This design comes from an exercise in tuning for small area on the open sky130 flow, not from production work. At most, simulation tests tie the RTL to the original design; equivalence was not proved. No driver is modelled on the clock port, so clocking that relies on it looks cheaper here than on a real chip.

==> flow/design.v <==
`timescale 1ns / 1ps
module TOP_FIR(clk, rst, data_in, data_out);
input clk, rst;
input [15:0] data_in;
output [15:0] data_out;
reg [15:0] data_out;
reg [15:0] d [0:34];
reg [5:0] cnt;                 
reg f18, f19, f34, f35;        
reg [7:0] nlo;                 
reg [7:0] nhi;                 
reg [7:0] ylo;                 
reg cn7, kn8, cy7, ky8;        
integer i;
always @(posedge clk) begin
	d[0] <= data_in;
	for (i = 1; i < 35; i = i + 1)
		d[i] <= d[i-1];
end
always @(posedge clk) begin
	if (rst) begin
		cnt <= 6'd0;
		f18 <= 1'b0;
		f19 <= 1'b0;
		f34 <= 1'b0;
		f35 <= 1'b0;
	end else begin
		if (cnt != 6'd33)
			cnt <= cnt + 6'd1;
		f18 <= (cnt >= 6'd17);
		f19 <= f18;
		f34 <= (cnt == 6'd33);
		f35 <= f34;
	end
end
wire [15:0] a_h = d[18] & {16{f19}};    
wire [15:0] b_h = d[34] & {16{f35}};    
wire [15:0] a_l = d[17] & {16{f18}};    
wire [15:0] b_l = d[33] & {16{f34}};    
genvar g;
wire [7:0] nl_p = nlo ^ b_l[7:0] ^ ~a_l[7:0];
wire [7:0] nl_c = (nlo & b_l[7:0]) | (nlo & ~a_l[7:0]) | (b_l[7:0] & ~a_l[7:0]);
wire [7:0] nl_q = {nl_c[6:0], 1'b1};
wire [8:0] nl_k;
wire [7:0] nl_s;
assign nl_k[0] = 1'b0;
generate for (g = 0; g < 8; g = g + 1) begin : nl_add
	assign nl_s[g] = nl_p[g] ^ nl_q[g] ^ nl_k[g];
	assign nl_k[g+1] = (nl_p[g] & nl_q[g]) | (nl_p[g] & nl_k[g]) | (nl_q[g] & nl_k[g]);
end endgenerate
wire [7:0] nh_p = nhi ^ b_h[15:8] ^ ~a_h[15:8];
wire [7:0] nh_c = (nhi & b_h[15:8]) | (nhi & ~a_h[15:8]) | (b_h[15:8] & ~a_h[15:8]);
wire [7:0] nh_q = {nh_c[6:0], cn7};
wire [8:0] nh_k;
wire [7:0] nh_s;
assign nh_k[0] = kn8;
generate for (g = 0; g < 8; g = g + 1) begin : nh_add
	assign nh_s[g] = nh_p[g] ^ nh_q[g] ^ nh_k[g];
	assign nh_k[g+1] = (nh_p[g] & nh_q[g]) | (nh_p[g] & nh_k[g]) | (nh_q[g] & nh_k[g]);
end endgenerate
wire [7:0] al16 = {a_l[3:0], 4'b0000};
wire [7:0] yl_p = ylo ^ al16 ^ nlo;
wire [7:0] yl_c = (ylo & al16) | (ylo & nlo) | (al16 & nlo);
wire [7:0] yl_q = {yl_c[6:0], 1'b0};
wire [8:0] yl_k;
wire [7:0] yl_s;
assign yl_k[0] = 1'b0;
generate for (g = 0; g < 8; g = g + 1) begin : yl_add
	assign yl_s[g] = yl_p[g] ^ yl_q[g] ^ yl_k[g];
	assign yl_k[g+1] = (yl_p[g] & yl_q[g]) | (yl_p[g] & yl_k[g]) | (yl_q[g] & yl_k[g]);
end endgenerate
wire [7:0] ah16 = a_h[11:4];
wire [7:0] yh_p = data_out[15:8] ^ ah16 ^ nhi;
wire [7:0] yh_c = (data_out[15:8] & ah16) | (data_out[15:8] & nhi) | (ah16 & nhi);
wire [7:0] yh_q = {yh_c[6:0], cy7};
wire [8:0] yh_k;
wire [7:0] yh_s;
assign yh_k[0] = ky8;
generate for (g = 0; g < 8; g = g + 1) begin : yh_add
	assign yh_s[g] = yh_p[g] ^ yh_q[g] ^ yh_k[g];
	assign yh_k[g+1] = (yh_p[g] & yh_q[g]) | (yh_p[g] & yh_k[g]) | (yh_q[g] & yh_k[g]);
end endgenerate
always @(posedge clk) begin
	if (rst) begin
		nlo <= 8'd0;
		nhi <= 8'd0;
		ylo <= 8'd0;
		data_out <= 16'd0;
		cn7 <= 1'b0;
		kn8 <= 1'b1;
		cy7 <= 1'b0;
		ky8 <= 1'b0;
	end else begin
		nlo <= nl_s;
		nhi <= nh_s;
		ylo <= yl_s;
		data_out <= {yh_s, ylo};
		cn7 <= nl_c[7];
		kn8 <= nl_k[8];
		cy7 <= yl_c[7];
		ky8 <= yl_k[8];
	end
end
endmodule
==> flow/config.mk <==
export PLATFORM = sky130hd
export DESIGN_NAME = TOP_FIR
export DESIGN_NICKNAME = TOP_FIR
export VERILOG_FILES = /design/flow/design.v
export SDC_FILE = /design/flow/constraint.sdc
export NUM_CORES = 4
export LEC_CHECK = 0
export CAP_MARGIN = 20
export CORE_MARGIN = 2
export CORE_UTILIZATION = 40
export SLEW_MARGIN = 20
==> flow/constraint.sdc <==
create_clock -name core_clock -period 5.0 [get_ports {clk}]
set_input_delay 1.0000 -clock core_clock [delete_from_list [all_inputs] [get_ports {clk}]]
set_output_delay 1.0000 -clock core_clock [all_outputs]
set_load 0.01 [all_outputs]
standard.sh (not shown) runs the stock make flow with config.mk's settings and CLKGATE_MAP_FILE= SYNTH_SCRIPT=/design/flow/synth_recipe.tcl, a recipe that flattens the netlist after the stock synthesis.
==> flow/flow/run.sh <==
#!/bin/bash
export CTS_ARGS="-sink_clustering_enable -repair_clock_nets -dont_use_dummy_load -buf_list sky130_fd_sc_hd__clkbuf_16 -sink_clustering_size 35 -sink_clustering_max_diameter 100"
export BUFFER_PORTS_ARGS="-buffer_cell sky130_fd_sc_hd__buf_1"
bash standard.sh > standard.log 2>&1
Rerun with:
--- a/flow/design.v
+++ b/flow/design.v
@@ -6,7 +6,6 @@
 reg [15:0] data_out;
 reg [15:0] d [0:34];
 reg [5:0] cnt;                 
-reg f18, f19, f34, f35;        
 reg [7:0] nlo;                 
 reg [7:0] nhi;                 
 reg [7:0] ylo;                 
@@ -18,21 +17,15 @@
 		d[i] <= d[i-1];
 end
 always @(posedge clk) begin
-	if (rst) begin
+	if (rst)
 		cnt <= 6'd0;
-		f18 <= 1'b0;
-		f19 <= 1'b0;
-		f34 <= 1'b0;
-		f35 <= 1'b0;
-	end else begin
-		if (cnt != 6'd33)
-			cnt <= cnt + 6'd1;
-		f18 <= (cnt >= 6'd17);
-		f19 <= f18;
-		f34 <= (cnt == 6'd33);
-		f35 <= f34;
-	end
+	else if (cnt != 6'd35)
+		cnt <= cnt + 6'd1;
 end
+wire f18 = (cnt >= 6'd18);
+wire f19 = (cnt >= 6'd19);
+wire f34 = (cnt >= 6'd34);
+wire f35 = (cnt == 6'd35);
 wire [15:0] a_h = d[18] & {16{f19}};    
 wire [15:0] b_h = d[34] & {16{f35}};    
 wire [15:0] a_l = d[17] & {16{f18}};    
What happened:
- via count goes up by 0.40%
- routed wire length goes up by 0.98%
- clock-buffer cell count stays the same
- worst setup slack is worse by 350 ps
- final area goes up by 0.39%
Function not checked in the second run of this note: the RTL went through the layout flow alone.

[what the ideal ports hide]
No port has a modelled driver above. Below, the same layouts with a new extraction and two added sets of constraints.
Step 1 assumes that a clkbuf_16 drives the clock port and a buf_2 every other input.
Step 2 moves the port delays by t, midway between the first and last clock arrival at a register: inputs arrive t later, outputs are due t later. That takes back most of the time a late clock gives input paths.
a / b / c = no drivers / after step 1 / after step 2; a / b = the first two.
| run | t, ns | setup slack, ns | hold WS [ns] |
|---|---|---|---|
| the first run | 0.573 | 0.520 / 0.520 / 0.520 | 0.303 / 0.303 / 0.303 |
| the second run | 0.559 | 0.169 / 0.169 / 0.169 | 0.250 / 0.250 / 0.250 |
After both steps every run listed still meets setup and hold.
